From an optimization exercise on the open Yosys and OpenROAD flow, aimed at small area; shortcuts taken in it are not production practice.
Only simulation tests tie the RTL to the original design; equivalence was not proved.
Power and IR drop assume default switching activity.

`flow/design.v`:
```
module frame
(
    input             CLK_I,
    input             RST_I,
    input             FIFO_AFULL_I,
    input             FIFO_EMPTY_I,
    input             SOF_RISE_I,
    output reg [7:0]  DATA_O,
    output reg        DVAL_O
);
reg [13:0] sofc;
always @(posedge CLK_I or posedge RST_I) begin
    if (RST_I)
        sofc <= 14'd0;
    else if (SOF_RISE_I)
        sofc <= sofc + 14'd1;
end
reg [6:0] sof_cnt;
wire sof_cnt_wrap = sof_cnt[6] & sof_cnt[5] & sof_cnt[2] & sof_cnt[1] & sof_cnt[0];  
always @(posedge CLK_I or posedge RST_I) begin
    if (RST_I)
        sof_cnt <= 7'd0;
    else if (SOF_RISE_I)
        sof_cnt <= sof_cnt_wrap ? 7'd0 : sof_cnt + 7'd1;
end
reg [31:0] pts;
always @(posedge CLK_I or posedge RST_I) begin
    if (RST_I)
        pts <= 32'd0;
    else
        pts <= pts + 32'd1;
end
reg        fv;
reg [11:0] byte_cnt;
reg [6:0]  pay_cnt;
reg [7:0]  pos;
reg        fid;
reg [31:0] pts_reg;
wire start    = ~fv & SOF_RISE_I & (sof_cnt == 7'd0) & FIFO_EMPTY_I;
wire wr       = fv & ~FIFO_AFULL_I;
wire hdr      = (byte_cnt[11:4] == 8'd0) & ~(byte_cnt[3] & byte_cnt[2]);
wire pay_end  = byte_cnt[11] & (&byte_cnt[9:0]);                       
wire last_pay = pay_cnt[6] & pay_cnt[5] & pay_cnt[2];                   
wire frm_end  = last_pay & byte_cnt[10] & byte_cnt[7] & byte_cnt[5] &
                byte_cnt[4] & byte_cnt[3] & byte_cnt[1] & byte_cnt[0];  
wire pix      = wr & ~hdr;
always @(posedge CLK_I) begin
    if (start)
        pts_reg <= pts;
end
always @(posedge CLK_I or posedge RST_I) begin
    if (RST_I) begin
        fv  <= 1'b0;
        fid <= 1'b0;
    end
    else if (fv) begin
        if (wr & frm_end) begin
            fv  <= 1'b0;
            fid <= ~fid;
        end
    end
    else if (start)
        fv <= 1'b1;
end
always @(posedge CLK_I) begin
    if (~fv) begin
        byte_cnt <= 12'd0;
        pay_cnt  <= 7'd0;
    end
    else if (wr) begin
        byte_cnt <= pay_end ? 12'd0 : byte_cnt + 12'd1;
        if (pay_end)
            pay_cnt <= pay_cnt + 7'd1;
    end
end
always @(posedge CLK_I or posedge RST_I) begin
    if (RST_I)
        pos <= 8'd0;
    else if (start)
        pos <= (pos >= 8'd236) ? pos - 8'd236 : pos + 8'd4;
    else if (pix)
        pos <= (pos == 8'd239) ? 8'd0 : pos + 8'd1;
end
reg [7:0] pixel;
always @(*) begin
    if (pos < 8'd80) begin           
        case (byte_cnt[1:0])
            2'd0: pixel = 8'h20;
            2'd1: pixel = 8'h60;
            2'd2: pixel = 8'h20;
            default: pixel = 8'hDC;
        endcase
    end
    else if (pos < 8'd160)           
        pixel = 8'h00;
    else begin                       
        case (byte_cnt[1:0])
            2'd0: pixel = 8'h10;
            2'd1: pixel = 8'hD0;
            2'd2: pixel = 8'h10;
            default: pixel = 8'h70;
        endcase
    end
end
reg [7:0] hbyte;
always @(*) begin
    case (byte_cnt[3:0])
        4'd0:  hbyte = 8'd12;
        4'd1:  hbyte = {6'b000011, last_pay, fid};
        4'd2:  hbyte = pts_reg[7:0];
        4'd3:  hbyte = pts_reg[15:8];
        4'd4:  hbyte = pts_reg[23:16];
        4'd5:  hbyte = pts_reg[31:24];
        4'd6:  hbyte = pts_reg[7:0];
        4'd7:  hbyte = pts_reg[15:8];
        4'd8:  hbyte = pts_reg[23:16];
        4'd9:  hbyte = pts_reg[31:24];
        4'd10: hbyte = sofc[10:3];
        default: hbyte = {5'd0, sofc[13:11]};
    endcase
end
always @(posedge CLK_I or posedge RST_I) begin
    if (RST_I) begin
        DATA_O <= 8'd0;
        DVAL_O <= 1'b0;
    end
    else begin
        DVAL_O <= wr;
        if (~fv)
            DATA_O <= 8'd0;
        else if (wr)
            DATA_O <= hdr ? hbyte : pixel;
    end
end
endmodule
module usb_desc (
    input  [9:0] i_descrom_raddr,
    output [7:0] o_descrom_rdat
);
  wire x0 = i_descrom_raddr[8];
  wire x1 = i_descrom_raddr[7];
  wire x2 = i_descrom_raddr[6];
  wire x3 = i_descrom_raddr[5];
  wire x4 = i_descrom_raddr[4];
  wire x5 = i_descrom_raddr[3];
  wire x6 = i_descrom_raddr[2];
  wire x7 = i_descrom_raddr[1];
  wire x8 = i_descrom_raddr[0];
  wire z0, z1, z2, z3, z4, z5, z6, z7;
  assign o_descrom_rdat = {z0, z1, z2, z3, z4, z5, z6, z7};
  wire new_n18, new_n19, new_n20, new_n21, new_n22, new_n23, new_n24,
    new_n25, new_n26, new_n27, new_n28, new_n29, new_n30, new_n31, new_n32,
    new_n33, new_n34, new_n35, new_n36, new_n37, new_n38, new_n39, new_n40,
    new_n41, new_n42, new_n43, new_n44, new_n45, new_n46, new_n47, new_n48,
    new_n49, new_n50, new_n51, new_n52, new_n53, new_n54, new_n55, new_n56,
    new_n57, new_n58, new_n59, new_n60, new_n61, new_n62, new_n63, new_n64,
    new_n65, new_n66, new_n67, new_n68, new_n69, new_n70, new_n71, new_n72,
    new_n73, new_n74, new_n75, new_n76, new_n77, new_n78, new_n79, new_n80,
    new_n81, new_n82, new_n83, new_n84, new_n85, new_n86, new_n87, new_n88,
    new_n89, new_n90, new_n91, new_n92, new_n93, new_n94, new_n95, new_n96,
    new_n97, new_n98, new_n99, new_n100, new_n101, new_n102, new_n103,
    new_n104, new_n105, new_n106, new_n107, new_n108, new_n109, new_n110,
    new_n111, new_n112, new_n113, new_n114, new_n115, new_n116, new_n117,
    new_n118, new_n119, new_n120, new_n121, new_n122, new_n123, new_n124,
    new_n125, new_n126, new_n127, new_n128, new_n130, new_n131, new_n132,
    new_n133, new_n134, new_n135, new_n136, new_n137, new_n138, new_n139,
    new_n140, new_n141, new_n142, new_n143, new_n144, new_n145, new_n146,
    new_n147, new_n148, new_n149, new_n150, new_n151, new_n152, new_n153,
    new_n154, new_n155, new_n156, new_n157, new_n158, new_n159, new_n160,
    new_n161, new_n162, new_n163, new_n164, new_n165, new_n166, new_n167,
    new_n168, new_n169, new_n170, new_n171, new_n172, new_n173, new_n174,
    new_n175, new_n176, new_n177, new_n178, new_n179, new_n180, new_n181,
    new_n182, new_n183, new_n184, new_n185, new_n186, new_n187, new_n188,
    new_n189, new_n190, new_n191, new_n192, new_n193, new_n194, new_n195,
    new_n196, new_n197, new_n198, new_n199, new_n200, new_n202, new_n203,
    new_n204, new_n205, new_n206, new_n207, new_n208, new_n209, new_n210,
    new_n211, new_n212, new_n213, new_n214, new_n215, new_n216, new_n217,
    new_n218, new_n219, new_n220, new_n221, new_n222, new_n223, new_n224,
    new_n225, new_n226, new_n227, new_n228, new_n229, new_n230, new_n231,
    new_n232, new_n233, new_n234, new_n235, new_n236, new_n237, new_n238,
    new_n240, new_n241, new_n242, new_n243, new_n244, new_n245, new_n246,
    new_n247, new_n248, new_n249, new_n250, new_n251, new_n252, new_n253,
    new_n254, new_n255, new_n256, new_n257, new_n258, new_n259, new_n260,
    new_n261, new_n262, new_n263, new_n264, new_n265, new_n266, new_n267,
    new_n269, new_n270, new_n271, new_n272, new_n273, new_n274, new_n275,
    new_n276, new_n277, new_n278, new_n279, new_n280, new_n281, new_n282,
    new_n283, new_n284, new_n285, new_n286, new_n287, new_n288, new_n289,
    new_n290, new_n291, new_n292, new_n293, new_n294, new_n295, new_n296,
    new_n297, new_n298, new_n299, new_n301, new_n302, new_n303, new_n304,
    new_n305, new_n306, new_n307, new_n308, new_n309, new_n310, new_n311,
    new_n312, new_n313, new_n314, new_n315, new_n316, new_n317, new_n318,
    new_n319, new_n320, new_n321, new_n323, new_n324, new_n325, new_n326,
    new_n327, new_n328, new_n329, new_n330, new_n331, new_n332, new_n333,
    new_n334, new_n335, new_n336, new_n337, new_n338, new_n339, new_n340,
    new_n341, new_n342, new_n343, new_n344, new_n345, new_n346, new_n347,
    new_n348, new_n349, new_n350, new_n351, new_n352, new_n353, new_n354,
    new_n355, new_n356, new_n357, new_n358, new_n359, new_n360, new_n361,
    new_n362, new_n363, new_n364, new_n365, new_n366, new_n367, new_n368,
    new_n369, new_n370, new_n371, new_n372, new_n373, new_n374, new_n375,
    new_n376, new_n377, new_n379, new_n380, new_n381, new_n382, new_n383,
    new_n384, new_n385, new_n386, new_n387, new_n388, new_n389, new_n390,
    new_n391, new_n392, new_n393, new_n394, new_n395, new_n396, new_n397,
    new_n398, new_n399, new_n400, new_n401, new_n402, new_n403, new_n404,
    new_n405, new_n406, new_n407, new_n408, new_n409, new_n410, new_n411,
    new_n412, new_n413, new_n414, new_n415, new_n416, new_n417, new_n418,
    new_n419, new_n420, new_n421, new_n422, new_n423, new_n424, new_n425,
    new_n426, new_n427, new_n428, new_n429, new_n430, new_n431, new_n432,
    new_n433, new_n434, new_n435, new_n436, new_n437, new_n438, new_n439;
  assign new_n18 = ~x3 & ~x6;
  assign new_n19 = ~x6 & x7;
  assign new_n20 = ~x4 & ~x7;
  assign new_n21 = x4 & x7;
  assign new_n22 = ~new_n20 & ~new_n21;
  assign new_n23 = x5 & ~new_n22;
  assign new_n24 = ~new_n19 & new_n23;
  assign new_n25 = new_n18 & new_n24;
  assign new_n26 = ~x5 & ~x6;
  assign new_n27 = x4 & new_n26;
  assign new_n28 = x1 & x3;
  assign new_n29 = ~new_n27 & new_n28;
  assign new_n30 = x5 & x6;
  assign new_n31 = x4 & ~new_n30;
  assign new_n32 = ~new_n26 & ~new_n31;
  assign new_n33 = ~x5 & ~new_n32;
  assign new_n34 = x7 & ~new_n33;
  assign new_n35 = new_n29 & ~new_n34;
  assign new_n36 = ~x4 & ~x5;
  assign new_n37 = x4 & x5;
  assign new_n38 = ~new_n36 & ~new_n37;
  assign new_n39 = x1 & ~x3;
  assign new_n40 = x7 & new_n39;
  assign new_n41 = ~new_n38 & new_n40;
  assign new_n42 = ~x1 & x3;
  assign new_n43 = x7 & new_n42;
  assign new_n44 = ~new_n32 & new_n43;
  assign new_n45 = ~new_n41 & ~new_n44;
  assign new_n46 = ~new_n35 & new_n45;
  assign new_n47 = ~x1 & ~x3;
  assign new_n48 = ~x5 & ~x7;
  assign new_n49 = x6 & new_n48;
  assign new_n50 = new_n47 & new_n49;
  assign new_n51 = x6 & ~x7;
  assign new_n52 = ~new_n19 & ~new_n51;
  assign new_n53 = x5 & new_n39;
  assign new_n54 = ~new_n52 & new_n53;
  assign new_n55 = ~x1 & x5;
  assign new_n56 = ~x6 & ~x7;
  assign new_n57 = x3 & new_n56;
  assign new_n58 = new_n55 & new_n57;
  assign new_n59 = ~new_n54 & ~new_n58;
  assign new_n60 = ~new_n50 & new_n59;
  assign new_n61 = ~x2 & ~new_n60;
  assign new_n62 = new_n46 & ~new_n61;
  assign new_n63 = ~x1 & ~x4;
  assign new_n64 = x6 & x7;
  assign new_n65 = ~new_n63 & ~new_n64;
  assign new_n66 = ~x4 & ~new_n65;
  assign new_n67 = ~new_n62 & new_n66;
  assign new_n68 = x1 & new_n21;
  assign new_n69 = x5 & x7;
  assign new_n70 = ~x3 & ~x5;
  assign new_n71 = ~new_n69 & ~new_n70;
  assign new_n72 = new_n68 & new_n71;
  assign new_n73 = ~x2 & ~new_n72;
  assign new_n74 = ~new_n67 & new_n73;
  assign new_n75 = ~new_n25 & new_n74;
  assign new_n76 = ~x1 & ~x8;
  assign new_n77 = ~x2 & new_n76;
  assign new_n78 = ~new_n75 & new_n77;
  assign new_n79 = new_n18 & ~new_n55;
  assign new_n80 = x8 & new_n20;
  assign new_n81 = ~new_n63 & ~new_n80;
  assign new_n82 = ~new_n48 & ~new_n69;
  assign new_n83 = ~new_n81 & new_n82;
  assign new_n84 = x2 & new_n83;
  assign new_n85 = ~x7 & ~x8;
  assign new_n86 = ~x2 & x5;
  assign new_n87 = new_n85 & new_n86;
  assign new_n88 = ~new_n38 & new_n87;
  assign new_n89 = ~new_n84 & ~new_n88;
  assign new_n90 = new_n79 & ~new_n89;
  assign new_n91 = x1 & ~x2;
  assign new_n92 = x8 & new_n49;
  assign new_n93 = ~x6 & ~x8;
  assign new_n94 = ~new_n31 & ~new_n93;
  assign new_n95 = x6 & x8;
  assign new_n96 = new_n82 & new_n95;
  assign new_n97 = x7 & ~new_n26;
  assign new_n98 = ~new_n96 & new_n97;
  assign new_n99 = ~new_n94 & new_n98;
  assign new_n100 = ~new_n92 & ~new_n99;
  assign new_n101 = new_n91 & ~new_n100;
  assign new_n102 = ~x4 & ~x6;
  assign new_n103 = x4 & x6;
  assign new_n104 = ~new_n102 & ~new_n103;
  assign new_n105 = new_n48 & ~new_n104;
  assign new_n106 = new_n101 & new_n105;
  assign new_n107 = ~new_n90 & ~new_n106;
  assign new_n108 = ~new_n78 & new_n107;
  assign new_n109 = x4 & x8;
  assign new_n110 = new_n91 & ~new_n109;
  assign new_n111 = new_n21 & new_n26;
  assign new_n112 = new_n110 & new_n111;
  assign new_n113 = ~x5 & x6;
  assign new_n114 = ~x2 & x8;
  assign new_n115 = new_n113 & new_n114;
  assign new_n116 = new_n83 & new_n115;
  assign new_n117 = ~x2 & ~new_n56;
  assign new_n118 = ~x1 & ~new_n117;
  assign new_n119 = ~x4 & ~x8;
  assign new_n120 = ~new_n109 & ~new_n119;
  assign new_n121 = ~new_n38 & new_n51;
  assign new_n122 = ~new_n120 & new_n121;
  assign new_n123 = new_n118 & new_n122;
  assign new_n124 = ~new_n116 & ~new_n123;
  assign new_n125 = ~new_n101 & new_n124;
  assign new_n126 = x3 & ~new_n125;
  assign new_n127 = ~new_n112 & ~new_n126;
  assign new_n128 = new_n108 & new_n127;
  assign z0 = ~x0 & ~new_n128;
  assign new_n130 = new_n61 & new_n119;
  assign new_n131 = ~new_n26 & ~new_n30;
  assign new_n132 = new_n44 & new_n131;
  assign new_n133 = x5 & new_n21;
  assign new_n134 = ~x7 & new_n26;
  assign new_n135 = ~new_n133 & ~new_n134;
  assign new_n136 = new_n28 & ~new_n135;
  assign new_n137 = ~new_n50 & ~new_n136;
  assign new_n138 = ~new_n132 & new_n137;
  assign new_n139 = ~x8 & ~new_n138;
  assign new_n140 = new_n108 & ~new_n139;
  assign new_n141 = ~x4 & new_n140;
  assign new_n142 = new_n47 & ~new_n141;
  assign new_n143 = ~new_n47 & new_n141;
  assign new_n144 = ~x5 & ~new_n95;
  assign new_n145 = ~new_n93 & new_n144;
  assign new_n146 = x3 & x4;
  assign new_n147 = ~x2 & new_n56;
  assign new_n148 = ~new_n146 & new_n147;
  assign new_n149 = ~new_n145 & new_n148;
  assign new_n150 = ~new_n143 & new_n149;
  assign new_n151 = ~new_n142 & new_n150;
  assign new_n152 = ~x2 & ~new_n64;
  assign new_n153 = x3 & ~new_n152;
  assign new_n154 = x7 & new_n18;
  assign new_n155 = new_n86 & new_n154;
  assign new_n156 = ~new_n153 & ~new_n155;
  assign new_n157 = ~new_n151 & new_n156;
  assign new_n158 = x6 & ~new_n89;
  assign new_n159 = ~x8 & ~new_n158;
  assign new_n160 = ~new_n91 & new_n131;
  assign new_n161 = new_n21 & ~new_n160;
  assign new_n162 = ~x1 & x8;
  assign new_n163 = ~new_n133 & new_n162;
  assign new_n164 = ~new_n161 & ~new_n163;
  assign new_n165 = ~new_n159 & new_n164;
  assign new_n166 = ~new_n157 & new_n165;
  assign new_n167 = ~x4 & x7;
  assign new_n168 = x3 & ~new_n167;
  assign new_n169 = new_n101 & new_n168;
  assign new_n170 = ~x3 & new_n116;
  assign new_n171 = ~new_n169 & ~new_n170;
  assign new_n172 = ~new_n166 & new_n171;
  assign new_n173 = ~new_n130 & new_n172;
  assign new_n174 = ~x0 & ~new_n173;
  assign new_n175 = x2 & x8;
  assign new_n176 = ~new_n166 & ~new_n175;
  assign new_n177 = ~new_n62 & ~new_n105;
  assign new_n178 = x8 & ~new_n177;
  assign new_n179 = new_n176 & ~new_n178;
  assign new_n180 = x3 & x5;
  assign new_n181 = ~x1 & ~new_n20;
  assign new_n182 = ~x2 & ~new_n181;
  assign new_n183 = ~x2 & x6;
  assign new_n184 = ~x4 & ~new_n183;
  assign new_n185 = new_n52 & new_n184;
  assign new_n186 = ~new_n182 & ~new_n185;
  assign new_n187 = new_n180 & ~new_n186;
  assign new_n188 = new_n62 & ~new_n187;
  assign new_n189 = ~new_n179 & ~new_n188;
  assign new_n190 = ~x1 & ~x2;
  assign new_n191 = new_n37 & new_n190;
  assign new_n192 = ~x8 & ~new_n43;
  assign new_n193 = ~new_n191 & ~new_n192;
  assign new_n194 = ~x2 & new_n47;
  assign new_n195 = ~new_n119 & new_n194;
  assign new_n196 = x0 & ~new_n21;
  assign new_n197 = new_n195 & new_n196;
  assign new_n198 = new_n193 & new_n197;
  assign new_n199 = new_n172 & new_n198;
  assign new_n200 = ~new_n189 & new_n199;
  assign z1 = new_n174 | new_n200;
  assign new_n202 = ~new_n102 & ~new_n113;
  assign new_n203 = ~new_n97 & ~new_n202;
  assign new_n204 = new_n198 & ~new_n203;
  assign new_n205 = ~new_n82 & ~new_n103;
  assign new_n206 = new_n29 & new_n205;
  assign new_n207 = new_n37 & new_n43;
  assign new_n208 = ~new_n36 & new_n39;
  assign new_n209 = ~new_n20 & ~new_n113;
  assign new_n210 = new_n208 & ~new_n209;
  assign new_n211 = ~new_n207 & ~new_n210;
  assign new_n212 = ~new_n206 & new_n211;
  assign new_n213 = x8 & new_n212;
  assign new_n214 = ~new_n151 & new_n213;
  assign new_n215 = ~x8 & new_n75;
  assign new_n216 = new_n43 & new_n102;
  assign new_n217 = new_n18 & ~new_n167;
  assign new_n218 = ~new_n39 & ~new_n217;
  assign new_n219 = x1 & ~x6;
  assign new_n220 = x7 & ~new_n219;
  assign new_n221 = x4 & ~new_n220;
  assign new_n222 = ~new_n218 & ~new_n221;
  assign new_n223 = new_n57 & new_n181;
  assign new_n224 = ~new_n222 & ~new_n223;
  assign new_n225 = x5 & ~new_n224;
  assign new_n226 = ~new_n216 & ~new_n225;
  assign new_n227 = new_n131 & ~new_n226;
  assign new_n228 = x2 & ~new_n227;
  assign new_n229 = x1 & new_n227;
  assign new_n230 = ~new_n228 & ~new_n229;
  assign new_n231 = ~new_n215 & new_n230;
  assign new_n232 = ~new_n214 & new_n231;
  assign new_n233 = x3 & x8;
  assign new_n234 = x1 & x2;
  assign new_n235 = new_n233 & new_n234;
  assign new_n236 = ~new_n105 & new_n235;
  assign new_n237 = ~new_n232 & ~new_n236;
  assign new_n238 = ~x0 & ~new_n237;
  assign z2 = new_n204 | new_n238;
  assign new_n240 = new_n189 & ~new_n226;
  assign new_n241 = ~new_n232 & ~new_n240;
  assign new_n242 = new_n68 & ~new_n241;
  assign new_n243 = x7 & new_n36;
  assign new_n244 = new_n47 & new_n243;
  assign new_n245 = x1 & new_n180;
  assign new_n246 = ~new_n206 & ~new_n245;
  assign new_n247 = ~new_n23 & new_n131;
  assign new_n248 = ~new_n246 & new_n247;
  assign new_n249 = ~new_n244 & ~new_n248;
  assign new_n250 = new_n175 & ~new_n249;
  assign new_n251 = new_n39 & new_n183;
  assign new_n252 = new_n80 & new_n251;
  assign new_n253 = ~new_n250 & ~new_n252;
  assign new_n254 = ~new_n242 & new_n253;
  assign new_n255 = new_n110 & new_n154;
  assign new_n256 = ~x2 & new_n42;
  assign new_n257 = new_n109 & new_n256;
  assign new_n258 = new_n39 & new_n119;
  assign new_n259 = ~new_n257 & ~new_n258;
  assign new_n260 = new_n51 & ~new_n259;
  assign new_n261 = ~new_n255 & ~new_n260;
  assign new_n262 = x5 & ~new_n261;
  assign new_n263 = ~new_n151 & ~new_n262;
  assign new_n264 = new_n254 & new_n263;
  assign new_n265 = ~x0 & ~new_n264;
  assign new_n266 = ~x6 & new_n198;
  assign new_n267 = ~z2 & new_n266;
  assign z3 = new_n265 | new_n267;
  assign new_n269 = x3 & x6;
  assign new_n270 = ~new_n18 & ~new_n269;
  assign new_n271 = new_n167 & ~new_n270;
  assign new_n272 = ~x7 & new_n27;
  assign new_n273 = ~new_n271 & ~new_n272;
  assign new_n274 = z2 & ~new_n273;
  assign new_n275 = x4 & new_n71;
  assign new_n276 = ~new_n208 & ~new_n275;
  assign new_n277 = new_n219 & ~new_n276;
  assign new_n278 = ~new_n219 & ~new_n275;
  assign new_n279 = ~new_n21 & ~new_n82;
  assign new_n280 = ~new_n18 & new_n55;
  assign new_n281 = x8 & ~new_n280;
  assign new_n282 = ~new_n279 & new_n281;
  assign new_n283 = ~new_n278 & new_n282;
  assign new_n284 = ~new_n277 & new_n283;
  assign new_n285 = new_n76 & new_n187;
  assign new_n286 = x2 & ~new_n285;
  assign new_n287 = ~new_n284 & new_n286;
  assign new_n288 = new_n70 & ~new_n254;
  assign new_n289 = x8 & ~new_n272;
  assign new_n290 = ~new_n24 & new_n289;
  assign new_n291 = ~x8 & ~new_n102;
  assign new_n292 = new_n42 & ~new_n291;
  assign new_n293 = ~new_n290 & new_n292;
  assign new_n294 = ~x2 & ~new_n293;
  assign new_n295 = new_n140 & new_n294;
  assign new_n296 = ~new_n288 & new_n295;
  assign new_n297 = ~new_n287 & ~new_n296;
  assign new_n298 = ~new_n130 & ~new_n297;
  assign new_n299 = ~x0 & ~new_n298;
  assign z4 = new_n274 | new_n299;
  assign new_n301 = ~new_n39 & ~new_n219;
  assign new_n302 = ~x2 & new_n301;
  assign new_n303 = ~new_n90 & ~new_n302;
  assign new_n304 = new_n226 & new_n303;
  assign new_n305 = ~new_n74 & new_n304;
  assign new_n306 = ~new_n119 & new_n212;
  assign new_n307 = ~new_n138 & ~new_n306;
  assign new_n308 = ~x3 & ~x8;
  assign new_n309 = ~new_n48 & ~new_n308;
  assign new_n310 = ~x8 & new_n309;
  assign new_n311 = new_n33 & new_n310;
  assign new_n312 = ~x2 & ~new_n311;
  assign new_n313 = ~new_n307 & new_n312;
  assign new_n314 = ~new_n305 & ~new_n313;
  assign new_n315 = new_n176 & new_n314;
  assign new_n316 = new_n305 & new_n313;
  assign new_n317 = ~new_n315 & ~new_n316;
  assign new_n318 = ~new_n189 & new_n317;
  assign new_n319 = ~x0 & ~new_n318;
  assign new_n320 = ~new_n19 & ~new_n113;
  assign new_n321 = new_n198 & new_n320;
  assign z5 = new_n319 | new_n321;
  assign new_n323 = new_n75 & ~new_n145;
  assign new_n324 = new_n195 & ~new_n323;
  assign new_n325 = x0 & ~new_n324;
  assign new_n326 = x4 & ~new_n301;
  assign new_n327 = ~x4 & new_n301;
  assign new_n328 = ~new_n326 & ~new_n327;
  assign new_n329 = new_n189 & new_n328;
  assign new_n330 = x3 & ~new_n120;
  assign new_n331 = ~x3 & ~new_n119;
  assign new_n332 = ~x5 & ~new_n331;
  assign new_n333 = ~new_n330 & new_n332;
  assign new_n334 = new_n37 & new_n308;
  assign new_n335 = x5 & x8;
  assign new_n336 = new_n47 & ~new_n335;
  assign new_n337 = ~new_n120 & new_n336;
  assign new_n338 = ~new_n334 & ~new_n337;
  assign new_n339 = ~new_n333 & new_n338;
  assign new_n340 = new_n51 & ~new_n339;
  assign new_n341 = ~new_n26 & ~new_n53;
  assign new_n342 = new_n119 & new_n220;
  assign new_n343 = ~new_n341 & new_n342;
  assign new_n344 = ~new_n340 & ~new_n343;
  assign new_n345 = ~new_n329 & new_n344;
  assign new_n346 = ~new_n75 & ~new_n345;
  assign new_n347 = x2 & x4;
  assign new_n348 = ~new_n180 & ~new_n233;
  assign new_n349 = ~new_n347 & new_n348;
  assign new_n350 = ~new_n140 & new_n349;
  assign new_n351 = x7 & x8;
  assign new_n352 = ~new_n85 & ~new_n351;
  assign new_n353 = new_n270 & new_n352;
  assign new_n354 = ~new_n270 & ~new_n352;
  assign new_n355 = ~new_n38 & ~new_n354;
  assign new_n356 = ~new_n353 & new_n355;
  assign new_n357 = ~x3 & new_n113;
  assign new_n358 = ~x0 & x4;
  assign new_n359 = ~new_n57 & new_n358;
  assign new_n360 = ~new_n357 & new_n359;
  assign new_n361 = ~new_n51 & new_n233;
  assign new_n362 = ~new_n308 & ~new_n361;
  assign new_n363 = ~x7 & ~new_n38;
  assign new_n364 = ~new_n362 & ~new_n363;
  assign new_n365 = new_n190 & ~new_n364;
  assign new_n366 = ~new_n360 & new_n365;
  assign new_n367 = ~new_n356 & new_n366;
  assign new_n368 = new_n18 & ~new_n22;
  assign new_n369 = x3 & ~new_n104;
  assign new_n370 = ~new_n20 & new_n369;
  assign new_n371 = ~new_n368 & ~new_n370;
  assign new_n372 = new_n55 & new_n175;
  assign new_n373 = ~new_n371 & new_n372;
  assign new_n374 = ~new_n367 & ~new_n373;
  assign new_n375 = new_n253 & new_n374;
  assign new_n376 = ~new_n350 & new_n375;
  assign new_n377 = ~new_n346 & new_n376;
  assign z6 = ~new_n325 & ~new_n377;
  assign new_n379 = ~new_n69 & ~new_n145;
  assign new_n380 = new_n197 & ~new_n379;
  assign new_n381 = ~x8 & ~new_n71;
  assign new_n382 = new_n117 & new_n381;
  assign new_n383 = new_n79 & new_n86;
  assign new_n384 = ~new_n46 & new_n335;
  assign new_n385 = ~x1 & ~new_n49;
  assign new_n386 = ~new_n114 & ~new_n385;
  assign new_n387 = ~new_n180 & ~new_n357;
  assign new_n388 = ~new_n351 & ~new_n387;
  assign new_n389 = ~new_n19 & ~new_n245;
  assign new_n390 = ~new_n388 & new_n389;
  assign new_n391 = ~new_n386 & new_n390;
  assign new_n392 = ~x6 & ~new_n309;
  assign new_n393 = ~new_n233 & new_n234;
  assign new_n394 = ~new_n96 & new_n393;
  assign new_n395 = ~new_n392 & new_n394;
  assign new_n396 = new_n51 & new_n180;
  assign new_n397 = ~x4 & ~new_n190;
  assign new_n398 = ~new_n396 & new_n397;
  assign new_n399 = ~new_n395 & new_n398;
  assign new_n400 = ~new_n391 & new_n399;
  assign new_n401 = ~new_n384 & new_n400;
  assign new_n402 = ~new_n151 & new_n401;
  assign new_n403 = ~new_n383 & ~new_n402;
  assign new_n404 = ~new_n382 & ~new_n403;
  assign new_n405 = ~new_n183 & new_n226;
  assign new_n406 = ~new_n63 & ~new_n184;
  assign new_n407 = new_n381 & ~new_n406;
  assign new_n408 = ~new_n405 & new_n407;
  assign new_n409 = new_n193 & ~new_n369;
  assign new_n410 = ~new_n117 & new_n180;
  assign new_n411 = ~new_n118 & ~new_n410;
  assign new_n412 = ~new_n26 & new_n65;
  assign new_n413 = x2 & ~new_n412;
  assign new_n414 = ~new_n411 & ~new_n413;
  assign new_n415 = new_n409 & new_n414;
  assign new_n416 = new_n147 & new_n181;
  assign new_n417 = x3 & ~new_n416;
  assign new_n418 = ~new_n64 & ~new_n86;
  assign new_n419 = new_n118 & ~new_n418;
  assign new_n420 = x5 & new_n51;
  assign new_n421 = new_n234 & new_n420;
  assign new_n422 = ~new_n419 & ~new_n421;
  assign new_n423 = ~new_n417 & new_n422;
  assign new_n424 = ~x8 & ~new_n113;
  assign new_n425 = ~new_n115 & ~new_n234;
  assign new_n426 = ~new_n424 & new_n425;
  assign new_n427 = ~new_n111 & ~new_n410;
  assign new_n428 = ~x1 & new_n48;
  assign new_n429 = ~x4 & ~new_n428;
  assign new_n430 = ~x8 & ~new_n51;
  assign new_n431 = new_n234 & new_n430;
  assign new_n432 = ~new_n429 & ~new_n431;
  assign new_n433 = new_n427 & new_n432;
  assign new_n434 = ~new_n426 & new_n433;
  assign new_n435 = ~new_n423 & new_n434;
  assign new_n436 = ~new_n415 & ~new_n435;
  assign new_n437 = ~new_n408 & new_n436;
  assign new_n438 = ~new_n404 & new_n437;
  assign new_n439 = ~x0 & ~new_n438;
  assign z7 = new_n380 | new_n439;
endmodule
module uvc_app(
    input         clk,
    input         rst,               
    input         usb_sof_i,
    input         usb_txact_i,
    input         usb_txpop_i,
    input  [7:0]  usb_rxdat_i,
    input         usb_rxval_i,
    input         usb_rxact_i,
    input         usb_setup_i,
    input  [3:0]  usb_endpt_i,
    input  [7:0]  inf_alter_i,
    input  [7:0]  inf_sel_i,
    input         inf_set_i,
    input  [9:0]  descrom_raddr_i,
    input         phy_txvalid_i,
    input  [7:0]  fifo_rdat_i,
    input  [11:0] fifo_wnum_i,
    input         fifo_aempty_i,
    input         fifo_afull_i,
    input         fifo_empty_i,
    output [7:0]  usb_txdat_o,
    output        usb_txval_o,
    output [11:0] usb_txdat_len_o,
    output        usb_txcork_o,
    output [3:0]  usb_txiso_pid_o,
    output [7:0]  inf_alter_o,
    output [7:0]  descrom_rdat_o,
    output [9:0]  desc_dev_addr_o,
    output [7:0]  desc_dev_len_o,
    output [9:0]  desc_qual_addr_o,
    output [7:0]  desc_qual_len_o,
    output [9:0]  desc_fscfg_addr_o,
    output [7:0]  desc_fscfg_len_o,
    output [9:0]  desc_hscfg_addr_o,
    output [7:0]  desc_hscfg_len_o,
    output [9:0]  desc_oscfg_addr_o,
    output [9:0]  desc_strlang_addr_o,
    output [9:0]  desc_strvendor_addr_o,
    output [7:0]  desc_strvendor_len_o,
    output [9:0]  desc_strproduct_addr_o,
    output [7:0]  desc_strproduct_len_o,
    output [9:0]  desc_strserial_addr_o,
    output [7:0]  desc_strserial_len_o,
    output        desc_have_strings_o,
    output [7:0]  fifo_wdat_o,
    output        fifo_wren_o,
    output        fifo_rden_o,
    output        LED,
    output [5:0]  GPIO
);
reg txact_d0, txact_d1;
reg sof_d0, sof_d1;
always @(posedge clk, posedge rst) begin
    if (rst) begin
        txact_d0 <= 1'b0;
        txact_d1 <= 1'b0;
        sof_d0   <= 1'b0;
        sof_d1   <= 1'b0;
    end
    else begin
        txact_d0 <= usb_txact_i;
        txact_d1 <= txact_d0;
        sof_d0   <= usb_sof_i;
        sof_d1   <= sof_d0;
    end
end
wire txact_fall = txact_d1 & ~txact_d0;
wire sof_rise   = sof_d0 & ~sof_d1;
wire ep0 = (usb_endpt_i == 4'd0);
wire ep2 = (usb_endpt_i == 4'd2);
reg [15:0] led_cnt;
assign LED = (led_cnt >= 16'd10000);
always @(posedge clk, posedge rst) begin
    if (rst)
        led_cnt <= 16'd0;
    else if (led_cnt[15] & led_cnt[10] & led_cnt[9] & led_cnt[8])  
        led_cnt <= 16'd0;
    else
        led_cnt <= led_cnt + 16'd1;
end
reg [7:0] dect;
always @(posedge clk, posedge rst) begin
    if (rst)
        dect <= 8'd0;
    else if (phy_txvalid_i)
        dect <= 8'd0;
    else
        dect <= dect + 8'd1;
end
reg [15:0] sof_dly_cnt;
always @(posedge clk, posedge rst) begin
    if (rst)
        sof_dly_cnt <= 16'd0;
    else if (sof_rise)
        sof_dly_cnt <= 16'd0;
    else
        sof_dly_cnt <= sof_dly_cnt + 16'd1;
end
reg [1:0] pid_hi;
always @(posedge clk) begin
    if (rst)
        pid_hi <= 2'b01;
    else if (usb_sof_i)
        pid_hi <= fifo_afull_i ? 2'b01 : fifo_aempty_i ? 2'b00 : 2'b10;
    else if (txact_fall & ep2)
        pid_hi <= {pid_hi[0], 1'b0};
end
assign usb_txiso_pid_o = {pid_hi, 2'b11};
reg [15:0] tx_width_cnt;
always @(posedge clk, posedge rst) begin
    if (rst)
        tx_width_cnt <= 16'd0;
    else if ((txact_fall | usb_txact_i) & ep2)
        tx_width_cnt <= 16'd0;
    else if (pid_hi[1])
        tx_width_cnt <= tx_width_cnt + 16'd1;
end
wire frame_dval;
assign GPIO[0] = (dect >= 8'd150);
assign GPIO[1] = fifo_rden_o;
assign GPIO[2] = frame_dval;
assign GPIO[3] = usb_txact_i;
assign GPIO[4] = (tx_width_cnt > 16'd350) & fifo_afull_i;
assign GPIO[5] = (sof_dly_cnt >= 16'd8000);
assign fifo_rden_o = usb_txact_i & usb_txpop_i & ep2;
assign fifo_wren_o = frame_dval;
frame u_frame (
    .CLK_I       (clk),
    .RST_I       (rst),
    .FIFO_AFULL_I(fifo_afull_i),
    .FIFO_EMPTY_I(fifo_empty_i),
    .SOF_RISE_I  (sof_rise),
    .DATA_O      (fifo_wdat_o),
    .DVAL_O      (frame_dval)
);
reg [11:0] txdat_len;
reg        usb_txcork;
assign usb_txdat_len_o = txdat_len;
assign usb_txcork_o    = usb_txcork;
always @(posedge clk, posedge rst) begin
    if (rst) begin
        txdat_len  <= 12'd34;
        usb_txcork <= 1'b0;
    end
    else if (usb_txact_i) begin
        if (ep0)
            txdat_len <= 12'd0;
    end
    else if (ep0) begin
        txdat_len  <= 12'd34;
        usb_txcork <= 1'b0;
    end
    else if (ep2) begin
        if (fifo_afull_i) begin
            txdat_len  <= 12'd1024;
            usb_txcork <= 1'b0;
        end
        else if (frame_dval | fifo_empty_i) begin
            txdat_len  <= 12'd0;
            usb_txcork <= 1'b1;
        end
        else if (fifo_aempty_i) begin
            txdat_len  <= fifo_wnum_i;
            usb_txcork <= 1'b0;
        end
        else begin
            txdat_len  <= 12'd1024;
            usb_txcork <= 1'b0;
        end
    end
    else begin
        txdat_len  <= 12'd0;
        usb_txcork <= 1'b1;
    end
end
reg [7:0] interface0_alter;
reg [7:0] interface1_alter;
wire inf0 = (inf_sel_i == 8'd0);
wire inf1 = (inf_sel_i == 8'd1);
assign inf_alter_o = inf0 ? interface0_alter : inf1 ? interface1_alter : 8'd0;
always @(posedge clk, posedge rst) begin
    if (rst) begin
        interface0_alter <= 8'd0;
        interface1_alter <= 8'd0;
    end
    else if (inf_set_i) begin
        if (inf0)
            interface0_alter <= inf_alter_i;
        else if (inf1)
            interface1_alter <= inf_alter_i;
    end
end
usb_desc u_usb_desc (
    .i_descrom_raddr (descrom_raddr_i),
    .o_descrom_rdat  (descrom_rdat_o)
);
assign desc_dev_addr_o        = 10'd0;
assign desc_dev_len_o         = 8'd18;
assign desc_qual_addr_o       = 10'd20;
assign desc_qual_len_o        = 8'd10;
assign desc_fscfg_addr_o      = 10'd32;
assign desc_fscfg_len_o       = 8'd174;
assign desc_hscfg_addr_o      = 10'd32;
assign desc_hscfg_len_o       = 8'd174;
assign desc_oscfg_addr_o      = 10'd206;
assign desc_strlang_addr_o    = 10'd219;
assign desc_strvendor_addr_o  = 10'd223;
assign desc_strvendor_len_o   = 8'd20;
assign desc_strproduct_addr_o = 10'd243;
assign desc_strproduct_len_o  = 8'd32;
assign desc_strserial_addr_o  = 10'd275;
assign desc_strserial_len_o   = 8'd2;
assign desc_have_strings_o    = 1'b1;
wire       endpt0_send;
wire [7:0] endpt0_dat;
uvc_probe u_probe (
    .clk         (clk),
    .rst         (rst),
    .setup_i     (usb_setup_i),
    .rxdat_i     (usb_rxdat_i),
    .rxval_i     (usb_rxval_i),
    .rxact_i     (usb_rxact_i),
    .txact_i     (usb_txact_i),
    .txpop_i     (usb_txpop_i),
    .ep0_i       (ep0),
    .send_o      (endpt0_send),
    .dat_o       (endpt0_dat)
);
assign usb_txdat_o = ep0 ? endpt0_dat : fifo_rdat_i;
assign usb_txval_o = ep0 & endpt0_send;
endmodule
module uvc_probe (
    input            clk,
    input            rst,
    input            setup_i,
    input      [7:0] rxdat_i,
    input            rxval_i,
    input            rxact_i,
    input            txact_i,
    input            txpop_i,
    input            ep0_i,
    output           send_o,
    output     [7:0] dat_o
);
reg        rq_set, rq_get, v_ok, i_ok;
reg [3:0]  stage;
reg [7:0]  sub_stage;
reg        endpt0_send;
assign send_o = endpt0_send;
reg [7:0]  endpt0_dat;
assign dat_o = endpt0_dat;
wire       match = v_ok & i_ok;
localparam [271:0] PROBE_RST = 272'h0000000003938700000004000004b000000000000000000000000005161501010000;
wire [271:0] probe;
wire probe_we = ~setup_i & rq_set & match & rxact_i & ep0_i & rxval_i;
wire [7:0] rxd_z = rxdat_i & {8{~rst}};
wire [7:0] rxd_o = rxdat_i | {8{rst}};
genvar k;
generate
    for (k = 0; k < 34; k = k + 1) begin : g_probe
        if (k >= 22 && k <= 25) begin : g_const
            assign probe[8*k +: 8] = PROBE_RST[8*k +: 8];
        end
        else begin : g_reg
            reg [7:0] r;
            wire en = rst | (probe_we & dec[k]);
            always @(posedge clk) begin
                if (en)
                    r <= (rxd_z & ~PROBE_RST[8*k +: 8]) | (rxd_o & PROBE_RST[8*k +: 8]);
            end
            assign probe[8*k +: 8] = r;
        end
    end
endgenerate
wire [33:0] dec;
generate
    for (k = 0; k < 34; k = k + 1) begin : g_dec
        assign dec[k] = (sub_stage == k);
    end
endgenerate
reg [7:0] probe_next;
integer j;
always @(*) begin
    probe_next = 8'd0;
    for (j = 0; j < 33; j = j + 1)
        probe_next = probe_next | ({8{dec[j]}} & probe[8*(j+1) +: 8]);
end
wire rd_ok = |dec[32:0];
always @(posedge clk, posedge rst) begin
    if (rst) begin
        stage       <= 4'd0;
        sub_stage   <= 8'd0;
        endpt0_send <= 1'b0;
        endpt0_dat  <= 8'd0;
        rq_set      <= 1'b0;
        rq_get      <= 1'b0;
        v_ok        <= 1'b0;
        i_ok        <= 1'b0;
    end
    else if (setup_i) begin
        if (rxval_i) begin
            if (stage != 4'd8)
                stage <= stage + 4'd1;
            case (stage)
                4'd0: begin
                    sub_stage   <= 8'd0;
                    endpt0_send <= 1'b0;
                end
                4'd1: begin
                    rq_set <= (rxdat_i == 8'h01);
                    rq_get <= (rxdat_i == 8'h81) | (rxdat_i == 8'h87);
                end
                4'd3: v_ok <= (rxdat_i == 8'h01);
                4'd4: i_ok <= (rxdat_i == 8'h01);
                4'd6: if (rq_get & match) endpt0_send <= 1'b1;
                4'd7: sub_stage <= 8'd0;
                default: ;
            endcase
        end
    end
    else begin
        stage <= 4'd0;
        if (rq_set) begin
            if (match) begin
                if (rxact_i & ep0_i) begin
                    if (rxval_i)
                        sub_stage <= sub_stage + 8'd1;
                end
                else
                    sub_stage <= 8'd0;
            end
        end
        else if (rq_get) begin
            if (match) begin
                if (txact_i & ep0_i) begin
                    if (endpt0_send) begin
                        if (txpop_i) begin
                            sub_stage <= sub_stage + 8'd1;
                            if (dec[33])
                                endpt0_send <= 1'b0;
                            if (rd_ok)
                                endpt0_dat <= probe_next;
                        end
                        else if (dec[0])
                            endpt0_dat <= probe[7:0];
                    end
                end
                else
                    sub_stage <= 8'd0;
            end
        end
        else
            sub_stage <= 8'd0;
    end
end
endmodule
```
`flow/flow/run.sh`:
```
#!/bin/bash
# Standard ORFS layout (the standard.sh, standard synthesis unchanged) with
# two changes: ports are buffered with buf_1 instead of the resizer's default
# pick, and the clock tree uses clkbuf_16 leaf clusters without dummy loads.
# make's output goes to flow_make.log; ORFS keeps each step's log under orfs/logs.
set -euo pipefail
bash standard.sh \
  "BUFFER_PORTS_ARGS=-buffer_cell sky130_fd_sc_hd__buf_1" \
  "CTS_ARGS=-sink_clustering_enable -repair_clock_nets -dont_use_dummy_load -buf_list sky130_fd_sc_hd__clkbuf_16 -sink_clustering_size 45 -sink_clustering_max_diameter 60" \
  finish > flow_make.log 2>&1
```
`flow/standard.sh`:
```
#!/bin/bash
# synth_recipe.tcl (not shown) runs the flow's synth.tcl, then flattens the netlist and writes it again
# the make line also repeats each setting of config.mk as NAME=value (left out here)
make -C /OpenROAD-flow-scripts/flow DESIGN_CONFIG=/design/flow/config.mk WORK_HOME=/design/flow/orfs CLKGATE_MAP_FILE= SYNTH_SCRIPT=/design/flow/synth_recipe.tcl "${@:-finish}"
```
`flow/config.mk`:
```
export PLATFORM = sky130hd
export DESIGN_NAME = uvc_app
export DESIGN_NICKNAME = uvc_app
export VERILOG_FILES = /design/flow/design.v
export SDC_FILE = /design/flow/constraint.sdc
export NUM_CORES = 4
export LEC_CHECK = 0
export ABC_AREA = 1
export CAP_MARGIN = 20
export CORE_MARGIN = 2
export CORE_UTILIZATION = 65
export SLEW_MARGIN = 20
```
`flow/constraint.sdc`:
```
create_clock -name core_clock -period 12.5 [get_ports {clk}]
set_input_delay 2.5000 -clock core_clock [delete_from_list [all_inputs] [get_ports {clk}]]
set_output_delay 2.5000 -clock core_clock [all_outputs]
set_load 0.01 [all_outputs]
```
==> results of run 1 <==
per-layer routing:
metal | global-route usage, % | wire (um) | up-vias
met5 | 0 | 0 | -
li1 | - | - | 8302
met2 | 49.2 | 27200 | 851
met1 | 40.7 | 23300 | 8534
met3 | 4.01 | 4200 | 146
met4 | 12.6 | 2270 | 0
synth_stat cells (3+ instances only):
| library cell | n |
|---|---|
| sky130_fd_sc_hd__a221oi_1 | 30 |
| sky130_fd_sc_hd__dfxtp_1 | 21 |
| sky130_fd_sc_hd__o211ai_1 | 14 |
| sky130_fd_sc_hd__a2111oi_0 | 9 |
| sky130_fd_sc_hd__inv_1 | 284 |
| sky130_fd_sc_hd__dfrtp_1 | 184 |
| sky130_fd_sc_hd__a32oi_1 | 4 |
| sky130_fd_sc_hd__o221ai_1 | 5 |
| sky130_fd_sc_hd__ha_1 | 50 |
| sky130_fd_sc_hd__edfxtp_1 | 272 |
| sky130_fd_sc_hd__nand2_1 | 372 |
| sky130_fd_sc_hd__nor4_1 | 27 |
| sky130_fd_sc_hd__nand2_2 | 5 |
| sky130_fd_sc_hd__nor3b_1 | 12 |
| sky130_fd_sc_hd__nor2_2 | 12 |
| sky130_fd_sc_hd__a41oi_1 | 3 |
| sky130_fd_sc_hd__o21ai_0 | 153 |
| sky130_fd_sc_hd__nand3_2 | 5 |
| sky130_fd_sc_hd__buf_4 | 167 |
| sky130_fd_sc_hd__o22ai_1 | 13 |
| sky130_fd_sc_hd__clkbuf_1 | 27 |
| sky130_fd_sc_hd__or2_2 | 3 |
| sky130_fd_sc_hd__inv_2 | 22 |
| sky130_fd_sc_hd__o31ai_1 | 10 |
| sky130_fd_sc_hd__nor2_4 | 3 |
| sky130_fd_sc_hd__a21oi_1 | 86 |
| sky130_fd_sc_hd__nand3_1 | 126 |
| sky130_fd_sc_hd__a22o_1 | 27 |
| sky130_fd_sc_hd__nor2_1 | 214 |
| sky130_fd_sc_hd__xor2_1 | 41 |
| sky130_fd_sc_hd__a31oi_1 | 14 |
| sky130_fd_sc_hd__buf_2 | 6 |
| sky130_fd_sc_hd__a32o_1 | 16 |
| sky130_fd_sc_hd__a211oi_1 | 4 |
| sky130_fd_sc_hd__nor3_1 | 64 |
| sky130_fd_sc_hd__clkinv_1 | 3 |
| sky130_fd_sc_hd__nand4_1 | 46 |
| sky130_fd_sc_hd__o21a_1 | 4 |
| sky130_fd_sc_hd__o21ai_1 | 9 |
| sky130_fd_sc_hd__xnor2_1 | 14 |
| sky130_fd_sc_hd__o2111ai_1 | 5 |
final timing paths:
kind / from / endpoint / slack [ns] / depth (start not counted)
setup reg to reg: u_probe.sub_stage[6] / u_probe.endpt0_dat[5] / 8.90 / 13
hold / removal: txact_d0 / txact_d1 / 0.39 / 0
min in group asynchronous: rst / u_probe.sub_stage[2] / 2.42 / 2
max in group asynchronous: rst / sof_dly_cnt[13] / 8.71 / 3
setup / recovery: descrom_raddr_i[1] / descrom_rdat_o[3] / 3.87 / 28
hold reg to reg: txact_d0 / txact_d1 / 0.39 / 0
cell families after synthesis:
family	after synthesis	synth area share (%)
buffers and inverters	511	10.8
adders and majority gates	50	2.64
and+or+nand+nor	901	17.2
AOI/OAI and AO/OA	421	11.3
DFF	479	56.0
other	2	0.0317
xor gates and xnor gates	55	2.04
stage by stage:
step                      total power [mW]  setup WS [ns]  hold slack, ns  area, um^2  instances
final                                 3.31           3.87           0.386       25100       3028
after global routing                  3.44           3.58           0.408       25100       3028
after CTS                             3.31           4.01           0.386       25100       3027
after detailed placement              2.35           4.03           0.365       24200       2993
after global placement                2.34           3.98           0.363       24200       2993
after floorplan                       2.25           1.62           0.354       24200       2566
where the power goes:
group          switching [mW]  total, mW  internal (mW)
registers              0.0840       1.89           1.80
clock network           0.494      0.977          0.482
logic                   0.305      0.443          0.138
cell type report:
cell class	instances	area, um^2	share of cell area, %
Timing Repair Buffer	168	796	3.17
Tap cell	461	577	2.30
Sequential cell	479	13200	52.8
Inverter	310	1170	4.68
Multi-Input combinational cell	1576	8440	33.6
Clock buffer	34	851	3.39
==> flow_results.xml, run 1 <==
<?xml version="1.0" encoding="UTF-8"?>
<metrics>
  <group name="run_status">
    <metric name="run_status" unit="">no timing/DRC/antenna violations</metric>
  </group>
  <group name="cts">
    <metric name="cts-root-to-sink-buffers" unit="">3</metric>
    <metric name="postCtsSetupBuffers" unit="">0</metric>
    <metric name="insertion_delay" unit="ns">0.56</metric>
    <metric name="clk_sink_count" unit="">479</metric>
    <metric name="ctsHtreeMaxLevel" unit="">2</metric>
    <metric name="post_cts_resized" unit="">0</metric>
    <metric name="cts.hold.buffers_added" unit="">0</metric>
    <metric name="buffer_type_at_the_clock_tree_root" unit="">sky130_fd_sc_hd__clkbuf_16</metric>
    <metric name="clock_slew_at_reported_path_ffs" unit="ns">0.09</metric>
    <metric name="tritoncts_clock_tree" unit="">done</metric>
    <metric name="numCtsBuffers" unit="">34</metric>
  </group>
  <group name="floorplan">
    <metric name="placementRows" unit="">69</metric>
    <metric name="die_h" unit="um">195</metric>
    <metric name="num_io_pins" unit="">277</metric>
    <metric name="core-area" unit="um^2">35700</metric>
    <metric name="initial_core_utilization" unit="%">66.2</metric>
    <metric name="die_w" unit="um">195</metric>
    <metric name="floorplan.die_area" unit="um^2">37900</metric>
  </group>
  <group name="logic_synthesis">
    <metric name="yosysTopAreaCell" unit="">sky130_fd_sc_hd__edfxtp_1</metric>
    <metric name="number_of_flops_mapped_to_enable_cells_by_yosys" unit="">272</metric>
    <metric name="share_of_flip_flops_with_an_asynchronous_set_or_reset" unit="%">38.8</metric>
    <metric name="synth.avg_cell_area" unit="um^2">9.78</metric>
    <metric name="number_of_different_library_cells_in_the_post_synthesis_netlist" unit="">64</metric>
    <metric name="synthesis.instances" unit="">2419</metric>
    <metric name="synth-seq-cells" unit="">479</metric>
    <metric name="post_synthesis_cell_area" unit="um^2">23700</metric>
    <metric name="seq_area_frac_synth" unit="%">56.0</metric>
    <metric name="top_cells_by_area_synth" unit="">sky130_fd_sc_hd__edfxtp_1 (35%), sky130_fd_sc_hd__dfrtp_1 (19%), sky130_fd_sc_hd__nand2_1 (5.9%)</metric>
    <metric name="portion_of_synthesized_cell_area_occupied_by_the_leading_cell_type" unit="%">34.5</metric>
    <metric name="yosys_warnings" unit="">3</metric>
    <metric name="dominant_register_cell_in_the_synthesized_netlist" unit="">sky130_fd_sc_hd__edfxtp_1</metric>
  </group>
  <group name="detailed_routing">
    <metric name="drc_errors" unit="">0</metric>
    <metric name="viasPerCell" unit="">5.89</metric>
    <metric name="initialDrtViolationCount" unit="">1738</metric>
    <metric name="ant_nets" unit="">0</metric>
    <metric name="wirelength" unit="um">56900</metric>
    <metric name="dr_total_vias" unit="">17800</metric>
    <metric name="drt-pass1-iter-count" unit="">6</metric>
    <metric name="avgRoutedWirePerCell" unit="um">18.8</metric>
  </group>
  <group name="critical_path">
    <metric name="path_common_cell" unit="">sky130_fd_sc_hd__nand2_1</metric>
    <metric name="cp_data_required_time" unit="ns">10.00</metric>
    <metric name="cp-end-kind" unit="">primary output</metric>
    <metric name="path_max_fanout" unit="">14</metric>
    <metric name="critical-path-top-delay-family" unit="">simple AND/OR/NAND/NOR gates</metric>
    <metric name="buffers_plus_inverters_on_the_worst_setup_path" unit="">4</metric>
    <metric name="crit_path_top_delay_cell" unit="">sky130_fd_sc_hd__buf_1</metric>
    <metric name="critical_path.startpoint_type" unit="">input port</metric>
    <metric name="cpPeakStageDelay" unit="ns">0.60</metric>
    <metric name="critPathArrivalTime" unit="ns">6.13</metric>
    <metric name="critical_path_class" unit="">input port to primary output</metric>
  </group>
  <group name="sta">
    <metric name="clock_skews" unit="ns">0.0718</metric>
    <metric name="maxSlewHeadroom" unit="%">17.8</metric>
    <metric name="slew_violations" unit="">0</metric>
    <metric name="setup-violations-final" unit="">0</metric>
    <metric name="maximum_frequency_from_static_timing_analysis" unit="MHz">116</metric>
    <metric name="rsz0062_at_grt" unit="">no</metric>
    <metric name="finalHoldViolations" unit="">0</metric>
    <metric name="layout_worst_path_cycle_share" unit="%">69.0</metric>
    <metric name="worstMarginPinSlew" unit="ns">1.20</metric>
    <metric name="finalSetupTns" unit="ns">0</metric>
    <metric name="period_needed" unit="ns">8.63</metric>
  </group>
  <group name="grt">
    <metric name="grt_first_pass_wirelength" unit="um">90100</metric>
    <metric name="maximum_number_of_pins_on_one_net_before_global_route_repair" unit="">89</metric>
    <metric name="antenna_found_initial" unit="">0</metric>
    <metric name="grt_pass1_vias" unit="">16900</metric>
    <metric name="global_route.usage.total" unit="%">30.0</metric>
    <metric name="gr-total-overflow" unit="">0</metric>
  </group>
  <group name="layout">
    <metric name="final_common_cell" unit="">sky130_fd_sc_hd__nand2_1</metric>
    <metric name="finish.net_count" unit="">2690</metric>
    <metric name="largest_reg_flops" unit="">240</metric>
    <metric name="antenna_cells" unit="">0</metric>
    <metric name="final_layout_size_suffix_gt1_share" unit="%">5.80</metric>
    <metric name="layout.cells.most_common_list" unit="">sky130_fd_sc_hd__nand2_1 (372), sky130_fd_sc_hd__inv_1 (283), sky130_fd_sc_hd__edfxtp_1 (272)</metric>
    <metric name="filler_cell_count" unit="">2680</metric>
    <metric name="final_util" unit="%">70.2</metric>
    <metric name="layout-area-overhead-vs-synth" unit="%">6.00</metric>
  </group>
  <group name="pwr">
    <metric name="irDropWorstVdd" unit="mV">0.138</metric>
    <metric name="power.static_leakage" unit="nW">10.5</metric>
    <metric name="power-per-cell-area" unit="nW/um^2">132</metric>
  </group>
  <group name="flow_run">
    <metric name="cap_viol_max_count" unit="">0</metric>
  </group>
  <group name="placed_design">
    <metric name="post-dp-hpwl" unit="um">40000</metric>
    <metric name="place.port_buffers" unit="">126</metric>
    <metric name="gp_congestion" unit="">0.955</metric>
  </group>
  <group name="hold_path">
    <metric name="worst_hold_path_type" unit="">register to register</metric>
  </group>
</metrics>
==> inputs of run 2 (changes only) <==
--- a/flow/flow/run.sh
+++ b/flow/flow/run.sh
@@ -7,4 +7,4 @@
 bash standard.sh \
   "BUFFER_PORTS_ARGS=-buffer_cell sky130_fd_sc_hd__buf_1" \
-  "CTS_ARGS=-sink_clustering_enable -repair_clock_nets -dont_use_dummy_load -buf_list sky130_fd_sc_hd__clkbuf_16 -sink_clustering_size 45 -sink_clustering_max_diameter 60" \
+  "CTS_ARGS=-sink_clustering_enable -repair_clock_nets -dont_use_dummy_load -buf_list sky130_fd_sc_hd__clkbuf_16 -sink_clustering_size 32 -sink_clustering_max_diameter 100" \
   finish > flow_make.log 2>&1
--- a/flow/config.mk
+++ b/flow/config.mk
@@ -9,4 +9,4 @@
 export CAP_MARGIN = 20
 export CORE_MARGIN = 2
-export CORE_UTILIZATION = 65
+export CORE_UTILIZATION = 40
 export SLEW_MARGIN = 20
==> flow_results.xml, run 2 <==
<?xml version="1.0" encoding="UTF-8"?>
<metrics>
  <group name="floorplan">
    <metric name="die_h" unit="um">247</metric>
    <metric name="placementRows" unit="">89</metric>
    <metric name="floorplan.die_area" unit="um^2">61100</metric>
    <metric name="num_io_pins" unit="">277</metric>
    <metric name="die_w" unit="um">247</metric>
    <metric name="core-area" unit="um^2">58800</metric>
    <metric name="initial_core_utilization" unit="%">40.2</metric>
  </group>
  <group name="sta">
    <metric name="rsz0062_at_grt" unit="">no</metric>
    <metric name="period_needed" unit="ns">8.56</metric>
    <metric name="hold_slack" unit="ns">0.380</metric>
    <metric name="finalHoldViolations" unit="">0</metric>
    <metric name="maximum_frequency_from_static_timing_analysis" unit="MHz">117</metric>
    <metric name="setup-violations-final" unit="">0</metric>
    <metric name="slew_violations" unit="">0</metric>
    <metric name="layout_worst_path_cycle_share" unit="%">68.5</metric>
    <metric name="worstMarginPinSlew" unit="ns">1.07</metric>
    <metric name="clock_skews" unit="ns">0.0401</metric>
    <metric name="maxSlewHeadroom" unit="%">27.1</metric>
    <metric name="finalSetupTns" unit="ns">0</metric>
  </group>
  <group name="placed_design">
    <metric name="gp_congestion" unit="">0.891</metric>
    <metric name="place.port_buffers" unit="">126</metric>
    <metric name="detailed_place.area" unit="um^2">24600</metric>
    <metric name="post-dp-hpwl" unit="um">42800</metric>
  </group>
  <group name="detailed_routing">
    <metric name="viasPerCell" unit="">5.22</metric>
    <metric name="drt-pass1-iter-count" unit="">7</metric>
    <metric name="drc_errors" unit="">0</metric>
    <metric name="avgRoutedWirePerCell" unit="um">17.9</metric>
    <metric name="initialDrtViolationCount" unit="">1637</metric>
    <metric name="top_layer_used" unit="">met4</metric>
    <metric name="met1_routed_wirelength_after_detailed_routing" unit="um">26500</metric>
    <metric name="dr_total_vias" unit="">17400</metric>
    <metric name="route.met3.wl" unit="um">3490</metric>
    <metric name="wirelength" unit="um">59500</metric>
    <metric name="ant_nets" unit="">0</metric>
    <metric name="wl_met2" unit="um">28000</metric>
  </group>
  <group name="grt">
    <metric name="maximum_number_of_pins_on_one_net_before_global_route_repair" unit="">96</metric>
    <metric name="antenna_found_initial" unit="">1</metric>
    <metric name="grt_pass1_vias" unit="">16500</metric>
    <metric name="grt_first_pass_wirelength" unit="um">91300</metric>
    <metric name="gr-total-overflow" unit="">0</metric>
    <metric name="global_route.usage.total" unit="%">19.0</metric>
  </group>
  <group name="layout">
    <metric name="largest_reg_flops" unit="">240</metric>
    <metric name="layout.cells.most_common_list" unit="">sky130_fd_sc_hd__nand2_1 (371), sky130_fd_sc_hd__inv_1 (283), sky130_fd_sc_hd__edfxtp_1 (272)</metric>
    <metric name="finish.net_count" unit="">2679</metric>
    <metric name="layout-area-overhead-vs-synth" unit="%">6.37</metric>
    <metric name="filler_cell_count" unit="">5657</metric>
    <metric name="postLayoutCellArea" unit="um^2">25200</metric>
    <metric name="final_util" unit="%">42.8</metric>
    <metric name="final_layout_size_suffix_gt1_share" unit="%">5.56</metric>
    <metric name="final_common_cell" unit="">sky130_fd_sc_hd__nand2_1</metric>
  </group>
  <group name="cts">
    <metric name="insertion_delay" unit="ns">0.58</metric>
    <metric name="buffer_type_at_the_clock_tree_root" unit="">sky130_fd_sc_hd__clkbuf_16</metric>
    <metric name="clock_slew_at_reported_path_ffs" unit="ns">0.07</metric>
    <metric name="cts-root-to-sink-buffers" unit="">3</metric>
    <metric name="post_cts_resized" unit="">0</metric>
    <metric name="cts.hold.buffers_added" unit="">0</metric>
    <metric name="numCtsBuffers" unit="">21</metric>
    <metric name="tritoncts_clock_tree" unit="">done</metric>
    <metric name="clk_sink_count" unit="">479</metric>
    <metric name="ctsHtreeMaxLevel" unit="">1</metric>
    <metric name="postCtsSetupBuffers" unit="">0</metric>
  </group>
  <group name="logic_synthesis">
    <metric name="share_of_flip_flops_with_an_asynchronous_set_or_reset" unit="%">38.8</metric>
    <metric name="synthesis.instances" unit="">2419</metric>
    <metric name="top_cells_by_area_synth" unit="">sky130_fd_sc_hd__edfxtp_1 (35%), sky130_fd_sc_hd__dfrtp_1 (19%), sky130_fd_sc_hd__nand2_1 (5.9%)</metric>
    <metric name="dominant_register_cell_in_the_synthesized_netlist" unit="">sky130_fd_sc_hd__edfxtp_1</metric>
    <metric name="yosysMostFrequentCell" unit="">sky130_fd_sc_hd__nand2_1</metric>
    <metric name="portion_of_synthesized_cell_area_occupied_by_the_leading_cell_type" unit="%">34.5</metric>
    <metric name="post_synthesis_cell_area" unit="um^2">23700</metric>
    <metric name="yosys_warnings" unit="">3</metric>
    <metric name="yosysTopAreaCell" unit="">sky130_fd_sc_hd__edfxtp_1</metric>
    <metric name="synth_top_cells_by_count" unit="">sky130_fd_sc_hd__nand2_1 (372), sky130_fd_sc_hd__inv_1 (284), sky130_fd_sc_hd__edfxtp_1 (272)</metric>
    <metric name="seq_area_frac_synth" unit="%">56.0</metric>
    <metric name="synth.avg_cell_area" unit="um^2">9.78</metric>
    <metric name="number_of_different_library_cells_in_the_post_synthesis_netlist" unit="">64</metric>
    <metric name="number_of_flops_mapped_to_enable_cells_by_yosys" unit="">272</metric>
    <metric name="synth-seq-cells" unit="">479</metric>
  </group>
  <group name="hold_path">
    <metric name="worst_hold_path_type" unit="">register to register</metric>
    <metric name="worst_hold_startpoint" unit="">txact_d0</metric>
  </group>
  <group name="critical_path">
    <metric name="critPathArrivalTime" unit="ns">6.06</metric>
    <metric name="cp_data_required_time" unit="ns">10.00</metric>
    <metric name="crit-reg2reg-launch" unit="">u_probe.sub_stage[0]</metric>
    <metric name="worst_setup_path_startpoint" unit="">descrom_raddr_i[1]</metric>
    <metric name="critical_path.startpoint_type" unit="">input port</metric>
    <metric name="critical_path_class" unit="">input port to primary output</metric>
    <metric name="cp-end-kind" unit="">primary output</metric>
    <metric name="path_max_fanout" unit="">14</metric>
  </group>
  <group name="flow_run">
    <metric name="cap_viol_max_count" unit="">0</metric>
  </group>
  <group name="run_status">
    <metric name="run_status" unit="">no timing/DRC/antenna violations</metric>
  </group>
  <group name="pwr">
    <metric name="irDropWorstVdd" unit="mV">0.0849</metric>
    <metric name="p_total" unit="mW">3.10</metric>
    <metric name="power.static_leakage" unit="nW">10.3</metric>
    <metric name="power-per-cell-area" unit="nW/um^2">123</metric>
  </group>
</metrics>
## run 2: cell families after synthesis
group	count (synthesis)	synth area share, %
compound gates	421	11.3
xor+xnor	55	2.04
fa+ha+maj	50	2.64
buf+inv	511	10.8
flops	479	56.0
other cells	2	0.0317
simple gates	901	17.2
## run 2: power by group
part	internal, mW	switching [mW]	leakage, nW
registers	1.80	0.0831	5.26
logic	0.138	0.307	4.81
clock network	0.303	0.462	0.259
total	2.24	0.852	10.3
## run 2: path summary, 6_finish.rpt
check / to / slack [ns] / cells past startpoint
max: descrom_rdat_o[4] / 3.94 / 21
max reg2reg: u_probe.endpt0_dat[7] / 8.93 / 13
min in group asynchronous: u_probe.rq_get / 2.28 / 2
min reg2reg: txact_d1 / 0.38 / 0
max in group asynchronous: u_frame.sofc[12] / 7.98 / 4
min: txact_d1 / 0.38 / 0
## run 2: cell type report
cell class | count | area (um^2) | share of cell area, %
clock buffers | 21 | 526 | 2.09
inverters | 310 | 1170 | 4.66
repair buffers | 170 | 803 | 3.19
well taps | 773 | 967 | 3.84
multi-input cells | 1576 | 8450 | 33.6
diodes | 1 | 2.50 | 0.00994
flip-flops and latches | 479 | 13200 | 52.6
## run 2: routing by layer
| metal | global-route usage (%) | up-vias |
|---|---|---|
| met5 | 0 | - |
| li1 | - | 8277 |
| met3 | 2.46 | 99 |
| met4 | 5.69 | 0 |
| met2 | 31.6 | 552 |
| met1 | 26.0 | 8454 |
## run 2: metrics by stage
stage                     std cells  setup slack [ns]
after floorplan                2566              1.62
after CTS                      3329              4.05
after global placement         3308              3.90
after detailed placement       3308              4.05
final                          3330              3.94
after global routing           3329              3.65
## run 2: worst max-delay path, stage by stage
cell and delay, ns:
sky130_fd_sc_hd__buf_1 0.57, sky130_fd_sc_hd__inv_2 0.27, sky130_fd_sc_hd__ha_1 0.34, sky130_fd_sc_hd__nand2_1 0.11
sky130_fd_sc_hd__inv_1 0.07, sky130_fd_sc_hd__nand2_1 0.09, sky130_fd_sc_hd__nand3_1 0.08, sky130_fd_sc_hd__nand2_1 0.13
sky130_fd_sc_hd__nand3_2 0.15, sky130_fd_sc_hd__nand2_2 0.12, sky130_fd_sc_hd__nand3_2 0.13, sky130_fd_sc_hd__a21oi_2 0.22
sky130_fd_sc_hd__nand4_1 0.10, sky130_fd_sc_hd__nand3_1 0.16, sky130_fd_sc_hd__nand2_1 0.07, sky130_fd_sc_hd__o211ai_1 0.14
sky130_fd_sc_hd__o31ai_1 0.15, sky130_fd_sc_hd__nand2_1 0.09, sky130_fd_sc_hd__o221ai_1 0.18, sky130_fd_sc_hd__o22ai_1 0.23
sky130_fd_sc_hd__buf_1 0.18

-- port drivers added, routing unchanged --
No port has a modelled driver above. Below, the same layouts with a new extraction and two added sets of constraints. Step 1 (the two cells are an assumption about what drives the block):
set clk [get_ports {clk}]
set_driving_cell -lib_cell sky130_fd_sc_hd__clkbuf_16 $clk
set_driving_cell -lib_cell sky130_fd_sc_hd__buf_2 [delete_from_list [all_inputs] $clk]
Step 2 also shifts input and output timing later by t, the mid clock arrival at the registers, as if the neighbouring blocks saw the same clock. a / b / c = ideal ports / drivers / drivers and shift; a / b = the first two.
| run | t, ns | setup WS [ns] | hold WS [ns] | worst slew at a driven data input, ns |
|---|---|---|---|---|
| run 1 | 0.571 | 3.870 / 3.835 / 3.835 | 0.386 / 0.386 / 0.386 | 0.11 |
| run 2 | 0.615 | 3.943 / 3.915 / 3.915 | 0.380 / 0.380 / 0.380 | 0.10 |
After both steps every run listed still meets setup and hold. For run 1, which loses most, drivers alone change the setup slack by -0.035 ns; drivers and shift together by -0.035 ns.
